This is an optimization exercise on Yosys and OpenROAD, whose aim is small area and a short achievable clock period, not a production implementation.
In this exercise RTL edits were held to simulation tests only and were not proved equivalent to the original.
Power is estimated from default activity; no workload was simulated.

**run.sh**
```bash
#!/bin/bash
# synth_recipe.tcl (not shown) runs the flow's synth.tcl, then flattens the netlist and writes it again
# the make line also repeats each setting of config.mk as NAME=value (left out here)
make -C /OpenROAD-flow-scripts/flow DESIGN_CONFIG=/design/flow/config.mk WORK_HOME=/design/flow/orfs CLKGATE_MAP_FILE= SYNTH_SCRIPT=/design/flow/synth_recipe.tcl finish
```
**config.mk**
```make
export PLATFORM = sky130hd
export DESIGN_NAME = cam
export DESIGN_NICKNAME = cam
export VERILOG_FILES = /design/flow/design.v
export SDC_FILE = /design/flow/constraint.sdc
export NUM_CORES = 4
export LEC_CHECK = 0
export CAP_MARGIN = 30
export CORE_MARGIN = 2
export CORE_UTILIZATION = 25
export SETUP_SLACK_MARGIN = 0.6
export SLEW_MARGIN = 40
```
**constraint.sdc**
```tcl
create_clock -name core_clock -period 7.0 [get_ports {clk}]
set_input_delay 1.4000 -clock core_clock [delete_from_list [all_inputs] [get_ports {clk}]]
set_output_delay 1.4000 -clock core_clock [all_outputs]
set_load 0.01 [all_outputs]
```
**design.v**
```verilog
`timescale 1ns/1ns
module ceff #(
	parameter SIZE = 1
)
(
	input clk,
	input reset,
	input valid_i,
	input logic [SIZE-1:0] data_i,
	output logic [SIZE- 1:0] data_o,
	output logic valid_o
);
reg [SIZE-1:0] data;
logic valid;
assign data_o = data;
assign valid_o = valid;
always_ff @(posedge clk) begin
	if(reset) begin
		data <= 'b0;
		valid <= 'b0;
	end
	else begin
		if (valid_i) begin
			data <= data_i;
			valid <= 'b1;
		end
	end
end
endmodule
`timescale 1ns/1ns
module register_ #(
	parameter SIZE = 32
)
(
	input clk,
	input reset,
	input valid_i,
	input logic [SIZE - 1: 0] data_i,
	output logic [SIZE - 1: 0] data_o,
	output logic valid_o
);
ceff #(.SIZE(SIZE)) ff_inst(
	clk,
	reset,
	valid_i,
	data_i,
	data_o,
	valid_o
);
endmodule
`timescale 1ns/1ns
module decoder #(
	parameter SIZE = 5
)
(
	input logic [SIZE-1:0] inp_i,
	input logic valid_i,
	output logic [2**SIZE-1:0] out_o
);
always_comb begin
	if (~valid_i) begin
		out_o = 32'h0000_0000;
	end else begin
		out_o = 32'h0000_0000;
		case (inp_i)
			5'h00: out_o = 32'h0000_0001;
			5'h01: out_o = 32'h0000_0002;
			5'h02: out_o = 32'h0000_0004;
			5'h03: out_o = 32'h0000_0008;
			5'h04: out_o = 32'h0000_0010;
			5'h05: out_o = 32'h0000_0020;
			5'h06: out_o = 32'h0000_0040;
			5'h07: out_o = 32'h0000_0080;
			5'h08: out_o = 32'h0000_0100;
			5'h09: out_o = 32'h0000_0200;
			5'h0A: out_o = 32'h0000_0400;
			5'h0B: out_o = 32'h0000_0800;
			5'h0C: out_o = 32'h0000_1000;
			5'h0D: out_o = 32'h0000_2000;
			5'h0E: out_o = 32'h0000_4000;
			5'h0F: out_o = 32'h0000_8000;
			5'h10: out_o = 32'h0001_0000;
			5'h11: out_o = 32'h0002_0000;
			5'h12: out_o = 32'h0004_0000;
			5'h13: out_o = 32'h0008_0000;
			5'h14: out_o = 32'h0010_0000;
			5'h15: out_o = 32'h0020_0000;
			5'h16: out_o = 32'h0040_0000;
			5'h17: out_o = 32'h0080_0000;
			5'h18: out_o = 32'h0100_0000;
			5'h19: out_o = 32'h0200_0000;
			5'h1A: out_o = 32'h0400_0000;
			5'h1B: out_o = 32'h0800_0000;
			5'h1C: out_o = 32'h1000_0000;
			5'h1D: out_o = 32'h2000_0000;
			5'h1E: out_o = 32'h4000_0000;
			5'h1F: out_o = 32'h8000_0000;
		endcase
	end
end
endmodule
`timescale 1ns/1ns
module mux #(
	parameter SELECT_WIDTH = 5,
	parameter DATA_WIDTH = 5
)
(
	input logic [2**SELECT_WIDTH*2**DATA_WIDTH-1:0] inp_i,
	input [SELECT_WIDTH-1:0] selector_i,
	output [2**DATA_WIDTH-1:0] out_o
);
localparam W = 2**DATA_WIDTH;
logic [2**DATA_WIDTH-1:0] out;
assign out_o = out;
always_comb begin
	out = '0;
	case (selector_i)
		5'd00: out = inp_i[0*W +: W];
		5'd01: out = inp_i[1*W +: W];
		5'd02: out = inp_i[2*W +: W];
		5'd03: out = inp_i[3*W +: W];
		5'd04: out = inp_i[4*W +: W];
		5'd05: out = inp_i[5*W +: W];
		5'd06: out = inp_i[6*W +: W];
		5'd07: out = inp_i[7*W +: W];
		5'd08: out = inp_i[8*W +: W];
		5'd09: out = inp_i[9*W +: W];
		5'd10: out = inp_i[10*W +: W];
		5'd11: out = inp_i[11*W +: W];
		5'd12: out = inp_i[12*W +: W];
		5'd13: out = inp_i[13*W +: W];
		5'd14: out = inp_i[14*W +: W];
		5'd15: out = inp_i[15*W +: W];
		5'd16: out = inp_i[16*W +: W];
		5'd17: out = inp_i[17*W +: W];
		5'd18: out = inp_i[18*W +: W];
		5'd19: out = inp_i[19*W +: W];
		5'd20: out = inp_i[20*W +: W];
		5'd21: out = inp_i[21*W +: W];
		5'd22: out = inp_i[22*W +: W];
		5'd23: out = inp_i[23*W +: W];
		5'd24: out = inp_i[24*W +: W];
		5'd25: out = inp_i[25*W +: W];
		5'd26: out = inp_i[26*W +: W];
		5'd27: out = inp_i[27*W +: W];
		5'd28: out = inp_i[28*W +: W];
		5'd29: out = inp_i[29*W +: W];
		5'd30: out = inp_i[30*W +: W];
		5'd31: out = inp_i[31*W +: W];
	endcase
end
endmodule
`timescale 1ns/1ns
module equality_checker #(
	parameter DATA_WIDTH = 5,
	parameter NUM_COMP = 32
)
(
	input logic [NUM_COMP*2**DATA_WIDTH-1:0] inp_i,
	input logic [NUM_COMP-1:0] valid_i,
	input logic [2**DATA_WIDTH-1:0] data_i,
	output logic [NUM_COMP-1:0] out_o
);
logic [NUM_COMP-1:0] out;
assign out_o = out;
always_comb begin
	for (int iter = 0; iter < NUM_COMP; ++iter) begin
		out[iter] = ((inp_i[iter*2**DATA_WIDTH +: 2**DATA_WIDTH] == data_i) & valid_i[iter]);
	end
end
endmodule
`timescale 1ns/1ns
module priorityencoder #(parameter SIZE = 5) (
	input logic [2**SIZE-1:0] inp_i,
	output logic [SIZE-1:0] out_o,
	output logic valid_o
);
always_comb begin
	out_o = '0;
	for (int k = 0; k < 2**SIZE; ++k) begin
		if (inp_i[k]) begin
			out_o = k[SIZE-1:0];
		end
	end
	if (inp_i == 32'd0) begin
		valid_o = 1'b0;
	end
	else begin
		valid_o = 1'b1;
	end
end
endmodule
`timescale 1ns/1ns
module cam #(
  parameter ARRAY_WIDTH_LOG2 = 5,
  parameter ARRAY_SIZE_LOG2 = 5
)
(
  input logic clk,
  input logic reset,
  input logic read_i,
  input logic [ARRAY_WIDTH_LOG2 - 1:0] read_index_i,
  input logic write_i,
  input logic [ARRAY_WIDTH_LOG2 - 1:0] write_index_i,
  input logic [2**ARRAY_WIDTH_LOG2 - 1:0] write_data_i,
  input logic search_i,
  input logic [2**ARRAY_WIDTH_LOG2 - 1:0] search_data_i,
  output logic read_valid_o,
  output logic [2**ARRAY_WIDTH_LOG2 - 1:0] read_value_o,
  output logic search_valid_o,
  output logic [ARRAY_WIDTH_LOG2 - 1:0] search_index_o
);
localparam W = 2**ARRAY_WIDTH_LOG2;
localparam N = 2**ARRAY_SIZE_LOG2;
logic [2**ARRAY_WIDTH_LOG2 - 1:0] out_value;  
logic [ARRAY_WIDTH_LOG2 - 1:0] out_index;  
logic found;
logic written;
logic [N*W - 1:0] cam_i;
wire [N*W - 1:0] cam_o;
wire [N - 1:0] cam_v_o;
logic [2**ARRAY_SIZE_LOG2-1:0] cam_found;  
logic [N-1:0] write_reg_enable;
decoder write_dec(
  .inp_i(write_index_i),
  .valid_i(write_i),
  .out_o(write_reg_enable)
);
always_comb begin
  for (int iter = 0; iter < 2**ARRAY_SIZE_LOG2; ++iter) begin
    cam_i[iter*W +: W] = write_data_i;
  end
end
mux #(
  .SELECT_WIDTH(ARRAY_SIZE_LOG2),
  .DATA_WIDTH(ARRAY_WIDTH_LOG2)
) read_data_mux(
  .inp_i(cam_o),
  .selector_i(read_index_i),
  .out_o(out_value)
);
mux #(
  .SELECT_WIDTH(ARRAY_SIZE_LOG2),
  .DATA_WIDTH(0)
) read_valid_mux(
  .inp_i(cam_v_o),
  .selector_i(read_index_i),
  .out_o(written)
);
equality_checker #(
  .DATA_WIDTH(ARRAY_WIDTH_LOG2),
  .NUM_COMP(2**ARRAY_SIZE_LOG2)
) eq_check_search (
  .inp_i(cam_o),
  .valid_i(cam_v_o),
  .data_i(search_data_i),
  .out_o(cam_found)
);
priorityencoder #(
  .SIZE(ARRAY_WIDTH_LOG2)
) search_priorityenc (
  .inp_i(cam_found),
  .out_o(out_index),
  .valid_o(found)
);
assign read_valid_o = read_i && written && !reset;  
assign search_valid_o = search_i && found && !reset;  
assign read_value_o = out_value;  
assign search_index_o = out_index;  
generate
  for(genvar iter = 0; iter < 2**ARRAY_SIZE_LOG2; iter++) begin : g_entry
    register_ #(
      .SIZE(2**ARRAY_SIZE_LOG2)
    ) ar_inst(
      .clk(clk),
      .reset(reset),
      .data_i(cam_i[iter*W +: W]),
      .data_o(cam_o[iter*W +: W]),
      .valid_i(write_reg_enable[iter]),
      .valid_o(cam_v_o[iter])
    );
  end
endgenerate
endmodule
```
==> results of run 1 <==
final timing paths:
kind                                        start                                   end  slack (ns)  depth (start not counted)
max reg2reg  g_entry[20].ar_inst.ff_inst.data[29]  g_entry[20].ar_inst.ff_inst.data[29]        5.37                          3
min reg2reg  g_entry[27].ar_inst.ff_inst.data[23]  g_entry[27].ar_inst.ff_inst.data[23]        0.48                          2
max                             search_data_i[27]                     search_index_o[1]        0.44                         17
min          g_entry[27].ar_inst.ff_inst.data[23]  g_entry[27].ar_inst.ff_inst.data[23]        0.48                          2
metal layers:
| layer | share of wire, % | vias to the layer above | track usage (%) |
|---|---|---|---|
| li1 | - | 25000 | - |
| met1 | 39 | 33300 | 62.2 |
| met2 | 40 | 5600 | 70.5 |
| met3 | 11 | 1371 | 13.6 |
| met4 | 9.4 | 20 | 36.9 |
| met5 | 0.022 | - | 0 |
sequential cells by signal, summed over array words and instances (netlist names):
name and count:
g_entry.ar_inst.ff_inst.data 1024, g_entry.ar_inst.ff_inst.valid 32
Yosys cell counts (all sizes together), types with 3 or more instances:
cell type	n	area (um^2)
nand2	2097	7870
a21oi	1061	5310
dfxtp	1056	21100
xnor2	849	7470
clkbuf	505	1900
nand4	276	1730
xor2	174	1520
a221oi	166	1450
a22o	165	1450
a22oi	165	1240
buf	136	1170
nor2	135	507
nand3	87	435
nor4	76	488
o32a	32	320
or4	22	180
nor3	20	100
nand2b	8	50.1
and3	7	43.8
inv	7	26.3
o21ai	7	35.0
nor2b	5	31.3
nand3b	3	22.5
o2111ai	3	26.3
o211ai	3	27.5
cell type report:
class	instances	area [um^2]
clock inverter	54	788
sequential	1056	21100
antenna	33	82.6
tap	2854	3570
timing repair buffer	932	8700
inverter	7	26.3
clock buffer	207	4180
multi-input combinational	5378	32000
fill	23200	147000
stage by stage:
step / TNS, ns / hold WS (ns)
2_1_floorplan: 0 / 0.455
3_3_place_gp: -2.44 / 0.468
3_5_place_dp: -0.428 / 0.474
4_1_cts: 0 / 0.481
5_1_grt: 0 / 0.501
6_report: 0 / 0.482
layout by cell type, fill, tap and decap left out, drive strengths merged, types with 135 or more instances in the layout:
| cell | synthesis | layout |
|---|---|---|
| nand4 | 276 | 276 |
| a22oi | 165 | 165 |
| a22o | 165 | 165 |
| clkbuf | 505 | 210 |
| nand2 | 2097 | 2097 |
| nor2 | 135 | 135 |
| a221oi | 166 | 166 |
| a21oi | 1061 | 1061 |
| buf | 136 | 886 |
| xor2 | 174 | 174 |
| xnor2 | 849 | 849 |
| dfxtp | 1056 | 1056 |
what timing repair did:
item / in CTS / in global routing
hold endpoints to repair: 0 / 0
setup buffers: 12 / 24
hold buffers: 0 / 0
pin swaps: 17 / 24
cloned: 0 / 1
setup endpoints to repair: 29 / 10
resized for setup: 87 / 64
worst max-delay path, stage by stage:
cell and delay, ns:
buf_2 0.14, buf_12 0.16, xnor2_2 0.50, nand4_1 0.28, buf_4 0.26, nor4_2 0.23, buf_4 0.20, nand3_1 0.07
buf_4 0.16, o211ai_1 0.12, a311oi_2 0.14, or3_4 0.36, a31oi_1 0.23, o211ai_1 0.14, a31oi_1 0.24, o211ai_2 0.24
buf_4 0.22
cells by family (layout without fill, tap and decap cells):
group / Yosys count / count (layout) / synth area share (%)
compound gates: 1610 / 1610 / 18.2
flops: 1056 / 1056 / 38.7
simple gates: 2745 / 2745 / 21.1
buf+inv: 648 / 1200 / 5.66
xor+xnor: 1023 / 1023 / 16.4
other cells: 0 / 33 / 0
power by group through the flow:
stage	Sequential (W)	Combinational, W	Clock [W]
2_1_floorplan	0.00622	0.000748	0
5_1_grt	0.00616	0.00197	0.00826
4_1_cts	0.00615	0.00192	0.00805
6_report	0.00616	0.00204	0.00805
3_3_place_gp	0.00629	0.00189	0
3_5_place_dp	0.00629	0.00190	0
==> reports/metrics.yaml, run 1 <==
status:
  status: "timing/DRC/antenna clean"
worst_setup_path:
  critical_path.endpoint_type: "output port"
  arrival_ns: 5.16
  required_ns: 5.60
  crit_type: "input port to output port"
  worstPathMaxFanout: 8
  startpoint_type: "input port"
timing:
  rsz0062_at_grt: "true"
  maxSlewViolCount: 0
  fin_crit_sh_pct: 93.7
  clock.fmax_mhz: 153
  final.min_clock_period_ns: 6.56
  hold_viol_final: 0
  slew_headroom_pct: 28.3
  clock_skew_ns: 0
  setup_viol: 0
  layout_setup_ws_ns: 0.444
  worstMarginPinSlew_ns: 1.08
cts:
  cts_tree: "yes"
  cts_sinks: 1056
  cts_buffers: 143
  clk_path_buf_depth: 3
  cts_htree_levels: 4
  clk_latency_ns: 0.85
  cts_root_buffer: "clkbuf_16"
  clkSlewWorstSetupHoldPaths_ns: 0.05
drt:
  wirelength_mm: 567
  first_iter_violations: 12800
  vias_per_cell: 6.21
  wl_per_cell_um: 53.9
  drc: 0
  firstDrtPassIters: 8
  ant_nets: 0
  vias: 65300
logic_synthesis:
  yosys_warnings: 7
  synthFlopType: "dfxtp_1"
  syn-num-nets: 7161
  seq_area_frac_synth_pct: 38.7
  avgSynthCellArea_um2: 7.72
  synth_edf_count: 0
  synth.distinct_cells: 49
  syn_area_um2: 54700
  async_reset_ff_share_pct: 0
  ys_ff_latch: 1056
  syn_inst: 7082
power_and_ir_drop:
  power_frac_seq_pct: 37.9
  p_switching_w: 0.00501
  p_int_w: 0.0112
  vdd_drop_max_mv: 0.235
  power_density_nw_per_um2: 231
  power_leakage_nw: 23.1
  pwr-share-comb_pct: 12.6
  p_clk_share_pct: 49.5
  power_w: 0.0163
  swShare_pct: 30.8
floorplanning:
  die-height_um: 472
  die_x_um: 472
  die_area_um2: 222000
  initial_core_util_pct: 25.2
  rows: 171
  io-pin-count: 118
  core_area_um2: 217000
global_routing:
  grt_pass1_wl_mm: 696
  antenna_found_initial: 78
  grt_max_degree: 164
  grt_overflow: 0
  grt_use_total_pct: 49.1
  grt_pass1_vias: 57000
finish:
  drive_above_1_share_pct: 17.3
  fin_nets: 7597
  final_util_pct: 32.4
  area_growth_pct: 28.9
  final-instance-count-excl-fill: 10500
  final_cell_area_um2: 70500
placement:
  pre_cts_slack_ns: -0.226
  placed_area_um2: 64100
  port_buffers: 117
  gp_congestion: 1.10
  hpwl_mm: 428
  dp.cells: 10200
hold_path:
  hold_class: "flop to flop"
run:
  drv_cap: 0
==> run 2: changes to the inputs <==
==> design.v (replaced) <==
`timescale 1ns/1ns
module cam_row #(parameter W = 32) (
  input  logic         clk,
  input  logic         we,
  input  logic         we_n,
  input  logic [W-1:0] wdata,
  input  logic [W-1:0] sdata,
  output logic [W-1:0] q,
  output logic         eq
);
  always_ff @(posedge clk) q <= (wdata & {W{we}}) | (q & {W{we_n}});
  assign eq = (q == sdata);
endmodule
module cam_read #(parameter N = 32, parameter W = 32) (
  input  logic [N-1:0]   sel,
  input  logic [N*W-1:0] d,
  output logic [W-1:0]   q
);
  always_comb begin
    q = '0;
    for (int k = 0; k < N; k++) q = q | (d[k*W +: W] & {W{sel[k]}});
  end
endmodule
module cam #(
  parameter ARRAY_WIDTH_LOG2 = 5,
  parameter ARRAY_SIZE_LOG2 = 5
)
(
  input logic clk,
  input logic reset,
  input logic read_i,
  input logic [ARRAY_WIDTH_LOG2 - 1:0] read_index_i,
  input logic write_i,
  input logic [ARRAY_WIDTH_LOG2 - 1:0] write_index_i,
  input logic [2**ARRAY_WIDTH_LOG2 - 1:0] write_data_i,
  input logic search_i,
  input logic [2**ARRAY_WIDTH_LOG2 - 1:0] search_data_i,
  output logic read_valid_o,
  output logic [2**ARRAY_WIDTH_LOG2 - 1:0] read_value_o,
  output logic search_valid_o,
  output logic [ARRAY_WIDTH_LOG2 - 1:0] search_index_o
);
localparam W = 2**ARRAY_WIDTH_LOG2;
localparam N = 2**ARRAY_SIZE_LOG2;
logic [N*W-1:0] data;
logic [N-1:0]   valid;
logic [N-1:0]   eq;
logic [N-1:0]   we;
logic [N-1:0]   rsel;
always_comb begin
  for (int k = 0; k < N; k++) begin
    we[k]   = write_i && !reset && (write_index_i == k[ARRAY_SIZE_LOG2-1:0]);
    rsel[k] = (read_index_i == k[ARRAY_SIZE_LOG2-1:0]);
  end
end
for (genvar k = 0; k < N; k++) begin : g_entry
  cam_row #(.W(W)) row (
    .clk(clk), .we(we[k]), .we_n(!we[k]),
    .wdata(write_data_i), .sdata(search_data_i),
    .q(data[k*W +: W]), .eq(eq[k])
  );
end
always_ff @(posedge clk) begin
  if (reset) valid <= '0;
  else valid <= valid | we;
end
cam_read #(.N(N), .W(W)) rd (.sel(rsel), .d(data), .q(read_value_o));
assign read_valid_o = read_i && !reset && (|(rsel & valid));
logic [N-1:0] match;
assign match = eq & valid;
always_comb begin
  search_index_o = '0;
  for (int k = 0; k < N; k++) if (match[k]) search_index_o = k[ARRAY_SIZE_LOG2-1:0];
end
assign search_valid_o = search_i && !reset && (|match);
endmodule
--- a/config.mk
+++ b/config.mk
@@ -6,7 +6,8 @@
 export NUM_CORES = 4
 export LEC_CHECK = 0
-export CAP_MARGIN = 30
+export CAP_MARGIN = 20
 export CORE_MARGIN = 2
-export CORE_UTILIZATION = 25
-export SETUP_SLACK_MARGIN = 0.6
-export SLEW_MARGIN = 40
+export CORE_UTILIZATION = 55
+export SETUP_SLACK_MARGIN = 2.0
+export SLEW_MARGIN = 20
+export SYNTH_HIERARCHICAL = 1
==> reports/metrics.yaml, run 2 <==
status:
  status: "timing/DRC/antenna clean"
cts:
  cts_htree_levels: 3  # -1
  cts_buffers: 114  # -20%
  cts_root_buffer: "clkbuf_16"
  postCtsHoldBufs: 0  # unchanged
  cts_sinks: 1056  # unchanged
  cts_tree: "yes"
  clk_latency_ns: 0.70  # -0.15 ns
  clkSlewWorstSetupHoldPaths_ns: 0.06  # about the same
  clk_path_buf_depth: 3  # unchanged
floorplanning:
  rows: 109  # -36%
  die-height_um: 303  # -36%
  die_x_um: 303  # -36%
  core_area_um2: 88500  # -59%
  initial_core_util_pct: 55.7  # +31 points
  io-pin-count: 118  # unchanged
  die_area_um2: 92000  # -59%
finish:
  final_util_pct: 67.1  # +35 points
  largest_reg_flops: 1024  # unchanged
  fin_nets: 5085  # -33%
  area_growth_pct: 20.5
  final_cell_mix: "dfxtp_1 (1056), xor2_1 (1012), a22o_1 (995), a22oi_1 (444), buf_4 (237)"
  drive_above_1_share_pct: 18.7  # +1.3 points
  top_regs: "g_entry.row.q x1024, valid x32"
  largest_register: "g_entry.row.q"
  final_cell_area_um2: 59400  # -16%
  final_common_cell: "dfxtp_1"
drt:
  vias: 44400  # -32%
  wirelength_mm: 206  # -64%
  vias_per_cell: 7.07  # +14%
  firstDrtPassIters: 6  # -2
  ant_nets: 0  # unchanged
  wl_per_cell_um: 32.8  # -39%
  first_iter_violations: 5978  # -53%
  drc: 0  # unchanged
timing:
  maxSlewViolCount: 0  # unchanged
  setup_viol: 0  # unchanged
  clock_skew_ns: 0  # unchanged
  final.min_clock_period_ns: 5.53  # -1.02 ns
  clock.fmax_mhz: 181  # +19%
  worstMarginPinSlew_ns: 1.07  # -0.00647 ns
  rsz0062_at_grt: "true"
  hold_viol_final: 0  # unchanged
  fin_crit_sh_pct: 79.0  # -15 points
  slew_headroom_pct: 28.7  # +0.43 points
  setup_tns_ns: 0  # unchanged
worst_setup_path:
  arrival_ns: 4.13  # -1.03 ns
  startpoint_type: "input port"
  critical_path.endpoint_type: "output port"
  r2r_start: "g_entry[15].row.q[30]"
  crit_start: "search_data_i[9]"
  worstPathMaxFanout: 16  # +8
  required_ns: 5.60  # about the same
  crit_type: "input port to output port"
placement:
  placed_area_um2: 52100  # -19%
  hpwl_mm: 140  # -67%
  gp_congestion: 1.04  # -5.6%
  port_buffers: 117  # unchanged
global_routing:
  grt_pass1_wl_mm: 292  # -58%
  antenna_found_initial: 27  # -65%
  grt_overflow: 0  # unchanged
  grt_use_total_pct: 43.1  # -6.0 points
  grt_pass1_vias: 41200  # -28%
  grt_max_degree: 35  # -79%
power_and_ir_drop:
  power_density_nw_per_um2: 280  # +21%
  power_leakage_nw: 25.4  # +10%
  vdd_drop_max_mv: 0.268  # +14%
logic_synthesis:
  synth_top_area_share_pct: 42.9  # +4.3 points
  yosys.cell_count.top_type: "dfxtp_1"
  synthTopCellsByArea: "dfxtp_1 (43%), xor2_1 (18%), a22o_1 (18%), a22oi_1 (8.0%), nor4_1 (3.3%)"
  synth_edf_count: 0  # unchanged
  synthTopCellsByCount: "dfxtp_1 (1056), xor2_1 (1024), a22o_1 (995), a22oi_1 (525), nor4_1 (256)"
  async_reset_ff_share_pct: 0  # unchanged
  synthFlopType: "dfxtp_1"
  syn_inst: 4758  # -33%
  syn-num-nets: 4837  # -32%
  yosysTopAreaCell: "dfxtp_1"
  yosys_warnings: 9  # +2
  avgSynthCellArea_um2: 10.4  # +34%
  ys_ff_latch: 1056  # unchanged
  synth.distinct_cells: 50  # +2.0%
  seq_area_frac_synth_pct: 42.9  # +4.3 points
  syn_area_um2: 49300  # -9.9%
run:
  drv_cap: 0  # unchanged
hold_path:
  min_from: "g_entry[6].row.q[5]"
  hold_class: "flop to flop"
==> run 2: cell count changes after synthesis, moves of 165 or more <==
cell and delta:
a22o_1 +830, xnor2_1 -845, nand2_1 -2039, a22oi_1 +360, xor2_1 +850, a221oi_1 -165, clkbuf_1 -416, nor4_1 +182
a21oi_1 -1053
==> run 2: worst paths after layout <==
kind	to	cells past startpoint	slack, ns
max	search_index_o[0]	12	1.47
min	g_entry[6].row.q[5]	1	0.52
max reg2reg	g_entry[15].row.q[30]	1	6.18
min reg2reg	g_entry[6].row.q[5]	1	0.52
==> run 2: timing repair <==
action	CTS	global route
cloned	13	6
gates resized for setup	532	97
pin swaps	171	90
endpoints found under the setup margin	39	38
setup buffers	67	17
==> run 2: logic make-up after synthesis <==
group / count (synthesis) / share of synthesized area, %
DFF: 1056 / 42.9
AOI/OAI and AO/OA: 1597 / 27.0
muxes: 6 / 0.122
xor gates and xnor gates: 1024 / 18.2
and+or+nand+nor: 729 / 8.40
buffers and inverters: 346 / 3.34
==> run 2: worst max-delay path: stages <==
cell       delay, ns
buf_4           0.17
bufbuf_16       0.32
xor2_1          0.15
nor4_1          0.35
nand4_1         0.40
nor2_2          0.30
nand2_1         0.10
a32o_1          0.27
nand2_1         0.09
nand3_1         0.09
o21ai_2         0.27
buf_2           0.19
==> run 2: routing by layer <==
layer,track usage [%],vias to the layer above,share of wire (%)
li1,-,18900,-
met3,10.7,545,12
met1,59.7,22000,41
met4,21.5,28,5.8
met2,62.2,2870,42
met5,0,-,0.089
==> run 2: per-stage QoR <==
stage	worst slack, ns	std cells	power, W	hold WS, ns
after CTS	1.58	6241	0.0165	0.518
after floorplan	2.44	4758	0.00902	0.454
after detailed placement	0.459	5951	0.0100	0.498
final	1.47	6277	0.0166	0.519
after global routing	1.46	6266	0.0171	0.530
after global placement	0.409	5950	0.0100	0.496
==> run 2: power breakdown <==
| group | switching, W | internal (W) |
|---|---|---|
| logic | 0.00131 | 0.00129 |
| clock network | 0.00257 | 0.00373 |
| registers | 0.000877 | 0.00683 |
==> run 2: final cells by class <==
type,instances,area [um^2]
Timing Repair Buffer,437,4470
Sequential cell,1056,21100
Tap cell,1165,1460
Antenna cell,12,30.0
Multi-Input combinational cell,3357,28200
Clock buffer,169,3420
Fill cell,7006,29100
Inverter,40,150
Clock inverter,41,477
==> run 3: changes to the inputs <==
--- a/config.mk
+++ b/config.mk
@@ -8,6 +8,6 @@
 export CAP_MARGIN = 20
 export CORE_MARGIN = 2
-export CORE_UTILIZATION = 55
-export SETUP_SLACK_MARGIN = 2.0
+export CORE_UTILIZATION = 70
+export SETUP_SLACK_MARGIN = 3.0
 export SLEW_MARGIN = 20
 export SYNTH_HIERARCHICAL = 1
==> reports/metrics.yaml, run 3 <==
logic_synthesis:
  synthFlopType: "dfxtp_1"
  yosys_warnings: 9  # unchanged
  ys_ff_latch: 1056  # unchanged
  synthTopCellsByCount: "dfxtp_1 (1056), xor2_1 (1024), a22o_1 (995), a22oi_1 (525), nor4_1 (256)"
  synthTopCellsByArea: "dfxtp_1 (43%), xor2_1 (18%), a22o_1 (18%), a22oi_1 (8.0%), nor4_1 (3.3%)"
  syn-num-nets: 4837  # unchanged
  avgSynthCellArea_um2: 10.4  # unchanged
  syn_inst: 4758  # unchanged
  synth.distinct_cells: 50  # unchanged
  synth_edf_count: 0  # unchanged
  seq_area_frac_synth_pct: 42.9  # unchanged
  syn_area_um2: 49300  # unchanged
  yosys.cell_count.top_type: "dfxtp_1"
  synth_top_area_share_pct: 42.9  # unchanged
  async_reset_ff_share_pct: 0  # unchanged
  yosysTopAreaCell: "dfxtp_1"
global_routing:
  grt_use_total_pct: 80.1
  grt_overflow: 23
  antenna_found_initial: 30
  grt_max_degree: 35
status:
  toolErrorMsg: "[ERROR GRT-0232] Routing congestion too high. Check the congestion heatmap in the GUI."
  lastStage: "5_1_grt"
  status: "did not finish"
cts:
  cts_buffers: 104  # -8.8%
  postCtsHoldBufs: 0  # unchanged
  cts_root_buffer: "clkbuf_16"
  cts_sinks: 1056  # unchanged
  clk_path_buf_depth: 3  # unchanged
  cts_htree_levels: 3  # unchanged
floorplanning:
  die_x_um: 269  # -11%
  io-pin-count: 118  # unchanged
  initial_core_util_pct: 70.5  # +15 points
  rows: 97  # -11%
  die-height_um: 269  # -11%
timing:
  grt_repair_worst_endpoint: "search_index_o[2]"
  endpoint_type: "top-level output"
placement:
  gp_congestion: 1.05  # +1.1%
  pre_cts_slack_ns: 0.538  # +0.0788 ns
  hpwl_mm: 129  # -7.9%
  port_buffers: 117  # unchanged
run 3: cell counts after synthesis:
Identical to the previous run, type by type.
run 3: timing repair:
item	in CTS
resized for setup	763
endpoints found under the setup margin	39
buffers inserted	107
gates cloned	20
pin swaps	235
endpoints found under the hold margin	0
run 3: power groups by stage:
stage	Combinational, W	Clock (W)	Sequential (W)
after floorplan	0.00151	0	0.00754
after global placement	0.00220	0	0.00772
after detailed placement	0.00229	0	0.00775
after CTS	0.00257	0.00605	0.00767
run 3: worst max path at each step:
stage | to | slack, ns
after floorplan | read_value_o[30] | 2.71
after global placement | search_index_o[2] | 0.49
after detailed placement | search_index_o[1] | 0.54
after CTS | search_index_o[0] | 1.76
run 3: metal layers:
layer  overflow  track usage [%]
met1          1             83.3
met3          5             68.0
met2          9             92.0
met4          8             72.7
met5          0             51.4
run 3: metrics by stage:
step	instances	instance area [um^2]	power (W)	hold WS [ns]
detailed placement	5739	52000	0.0100	0.489
global placement	5738	52000	0.00993	0.487
floorplan	4758	49500	0.00905	0.454
CTS	6059	59700	0.0163	0.517
run 3: cells by family after synthesis:
| kind of cell | count (synthesis) | share of synthesized area, % |
|---|---|---|
| multiplexers | 6 | 0.122 |
| flip-flops | 1056 | 42.9 |
| XOR/XNOR | 1024 | 18.2 |
| buffers and inverters | 346 | 3.34 |
| AO/OA/AOI/OAI | 1597 | 27.0 |
| AND/OR/NAND/NOR | 729 | 8.40 |
==> run 4: changes to the inputs <==
--- a/config.mk
+++ b/config.mk
@@ -8,6 +8,7 @@
 export CAP_MARGIN = 20
 export CORE_MARGIN = 2
-export CORE_UTILIZATION = 70
-export SETUP_SLACK_MARGIN = 3.0
+export CORE_UTILIZATION = 55
+export CTS_BUF_LIST = sky130_fd_sc_hd__clkbuf_8
+export SETUP_SLACK_MARGIN = 3.5
 export SLEW_MARGIN = 20
 export SYNTH_HIERARCHICAL = 1
==> reports/metrics.yaml, run 4 <==
status:
  status: "timing/DRC/antenna clean"
placement:
  placed_area_um2: 52500  # +0.81%
  port_buffers: 117  # unchanged
  hpwl_mm: 156  # +21%
  gp_congestion: 1.08  # +2.8%
cts:
  cts_htree_levels: 4  # +1
  cts_sinks: 1056  # unchanged
  clk_path_buf_depth: 3  # unchanged
  cts_root_buffer: "clkbuf_8"
  clkSlewWorstSetupHoldPaths_ns: 0.05
  clk_latency_ns: 0.87
  cts_buffers: 175  # +68%
  cts_tree: "yes"
drt:
  vias_per_cell: 7.29
  wirelength_mm: 242
  drc: 0
  ant_nets: 0
  first_iter_violations: 7592
  firstDrtPassIters: 9
  wl_per_cell_um: 36.8
  vias: 48000
logic_synthesis:
  seq_area_frac_synth_pct: 42.9  # unchanged
  ys_ff_latch: 1056  # unchanged
  synthTopCellsByCount: "dfxtp_1 (1056), xor2_1 (1024), a22o_1 (995), a22oi_1 (525), nor4_1 (256)"
  synth_top_area_share_pct: 42.9  # unchanged
  synth_edf_count: 0  # unchanged
  yosys_warnings: 9  # unchanged
  synthFlopType: "dfxtp_1"
  syn_area_um2: 49300  # unchanged
  synth.distinct_cells: 50  # unchanged
  async_reset_ff_share_pct: 0  # unchanged
  syn_inst: 4758  # unchanged
  yosys.cell_count.top_type: "dfxtp_1"
  avgSynthCellArea_um2: 10.4  # unchanged
  syn-num-nets: 4837  # unchanged
  synthTopCellsByArea: "dfxtp_1 (43%), xor2_1 (18%), a22o_1 (18%), a22oi_1 (8.0%), nor4_1 (3.3%)"
  yosysTopAreaCell: "dfxtp_1"
timing:
  setup_tns_ns: 0
  setup_viol: 0
  maxSlewViolCount: 0
  worstMarginPinSlew_ns: 1.27
  fin_crit_sh_pct: 79.3
  hold_viol_final: 0
  clock.fmax_mhz: 180
  rsz0062_at_grt: "true"
  final.min_clock_period_ns: 5.55
  clock_skew_ns: 0
  slew_headroom_pct: 15.3
power_and_ir_drop:
  power_leakage_nw: 26.9
  swShare_pct: 31.0
  power_density_nw_per_um2: 263
  p_switching_w: 0.00506
  power_w: 0.0163
  pwr-share-comb_pct: 17.5
  power_frac_seq_pct: 47.7
  p_int_w: 0.0113
  p_clk_share_pct: 34.8
  vdd_drop_max_mv: 0.253
worst_setup_path:
  crit_type: "input port to output port"
  cpPeakStageDelay_ns: 0.38
  startpoint_type: "input port"
  crit_slowest_cell: "nor4_2"
  crit_chain: "buf_6 > buf_12 > xor2_1 > nor4_2 > nand4_1 > nor2_4 > buf_4 > a22o_1 > a31oi_1 > o211ai_1 > a31oi_1 > o21ai_1 > buf_4 > buf_6"
  critical_path.endpoint_type: "output port"
  worstPathMaxFanout: 16
  required_ns: 5.60
  arrival_ns: 4.15
finish:
  final_util_pct: 70.2
  fin_nets: 5360
  top_regs: "g_entry.row.q x1024, valid x32"
  final_common_cell: "dfxtp_1"
  largest_register: "g_entry.row.q"
  drive_above_1_share_pct: 24.7
  area_growth_pct: 26.1
  final_cell_area_um2: 62100
  largest_reg_flops: 1024
  final_cell_mix: "dfxtp_1 (1056), xor2_1 (1022), a22o_1 (995), a22oi_1 (361), buf_4 (332)"
floorplanning:
  io-pin-count: 118  # unchanged
  rows: 109  # +12%
  initial_core_util_pct: 55.7  # -15 points
  die_area_um2: 92000
  die-height_um: 303  # +13%
  die_x_um: 303  # +13%
  core_area_um2: 88500
global_routing:
  grt_pass1_vias: 44000
  grt_pass1_wl_mm: 334
  grt_overflow: 0
  grt_use_total_pct: 50.9
  antenna_found_initial: 20
  grt_max_degree: 36
hold_path:
  hold_class: "flop to flop"
run:
  drv_cap: 0
## run 4: routing by layer
layer	track usage [%]	wire (um)	up-vias
li1	-	-	19500
met1	65.5	89700	23500
met2	68.2	94100	4038
met3	20.0	37100	980
met4	37.2	21100	24
met5	0	160	-
## run 4: worst max-delay path, delay by kind of cell
family | cells | cell delay, ns
xor gates and xnor gates | 1 | 0.11
buffers and inverters | 5 | 0.90
AOI/OAI and AO/OA | 5 | 0.68
and+or+nand+nor | 3 | 1.03
## run 4: final timing paths
kind	startpoint	to	slack, ns	depth (start not counted)
setup reg to reg	g_entry[10].row.q[30]	g_entry[10].row.q[30]	6.06	1
hold / removal	g_entry[12].row.q[7]	g_entry[12].row.q[7]	0.51	1
setup / recovery	search_data_i[28]	search_index_o[0]	1.45	14
hold reg to reg	g_entry[12].row.q[7]	g_entry[12].row.q[7]	0.51	1
## run 4: stage by stage
| step | hold slack, ns | cells | setup WS [ns] |
|---|---|---|---|
| after floorplan | 0.454 | 4758 | 2.71 |
| after global routing | 0.535 | 6579 | 1.48 |
| after CTS | 0.516 | 6496 | 1.64 |
| after detailed placement | 0.500 | 5981 | 0.263 |
| final | 0.512 | 6583 | 1.45 |
| after global placement | 0.493 | 5981 | 0.286 |
## run 4: kinds of logic (layout without fill, tap and decap cells)
family | count (synthesis) | in the layout | synth area share [%]
AO/OA/AOI/OAI | 1597 | 1597 | 27.0
flip-flops | 1056 | 1056 | 42.9
XOR/XNOR | 1024 | 1024 | 18.2
AND/OR/NAND/NOR | 729 | 735 | 8.40
buffers and inverters | 346 | 991 | 3.34
multiplexers | 6 | 6 | 0.122
other | 0 | 9 | 0
## run 4: power by group through the flow
stage          Sequential (W)  Clock (W)  Combinational, W
3_3_place_gp          0.00784          0           0.00234
2_1_floorplan         0.00754          0           0.00151
6_report              0.00780    0.00569           0.00285
4_1_cts               0.00773    0.00565           0.00268
3_5_place_dp          0.00782          0           0.00240
5_1_grt               0.00786    0.00591           0.00298
## run 4: layout make-up
cell class	count	area (um^2)
antenna	9	22.5
timing repair inverter	2	15.0
inverter	40	203
clock inverter	79	469
fill	6784	26400
clock buffer	226	3110
timing repair buffer	644	6980
sequential	1056	21100
tap	1165	1460
multi-input combinational	3362	28700
## run 4: timing repair
item / CTS / global route
resized for setup: 770 / 122
hold buffers: 0 / 0
pin swaps: 246 / 132
endpoints found under the setup margin: 186 / 582
buffers inserted: 182 / 73
cloned: 28 / 4

[afterwards: timing with drivers on the ports]
The results above use ideal ports. As a check the final layouts listed here were re-extracted and re-timed, cells and wires unchanged. Step 1, drivers: a clkbuf_16 drives clk and a buf_2 each remaining input, both assumed. Step 2, shift: input delay + t, output delay - t, t = (earliest + latest rising clock arrival at the registers) / 2. This alone moves slack from input paths to output paths. Three values: ideal, step 1, step 2; two values: the first two.
run | t, ns | setup WS [ns] | hold WS [ns] | latest minus earliest clock arrival (ns)
run 1 | 0.926 | 0.444 / 0.409 / 0.409 | 0.482 / 0.482 / 0.482 | 0.037 / 0.037
run 2 | 0.766 | 1.468 / 1.287 / 1.287 | 0.519 / 0.519 / 0.519 | 0.029 / 0.028
run 4 | 0.950 | 1.450 / 1.408 / 1.408 | 0.512 / 0.512 / 0.512 | 0.037 / 0.036
After both steps setup and hold are still met in every run listed. The setup slack of run 2, which loses most, moves by -0.181 ns with the drivers and by -0.181 ns with both steps.
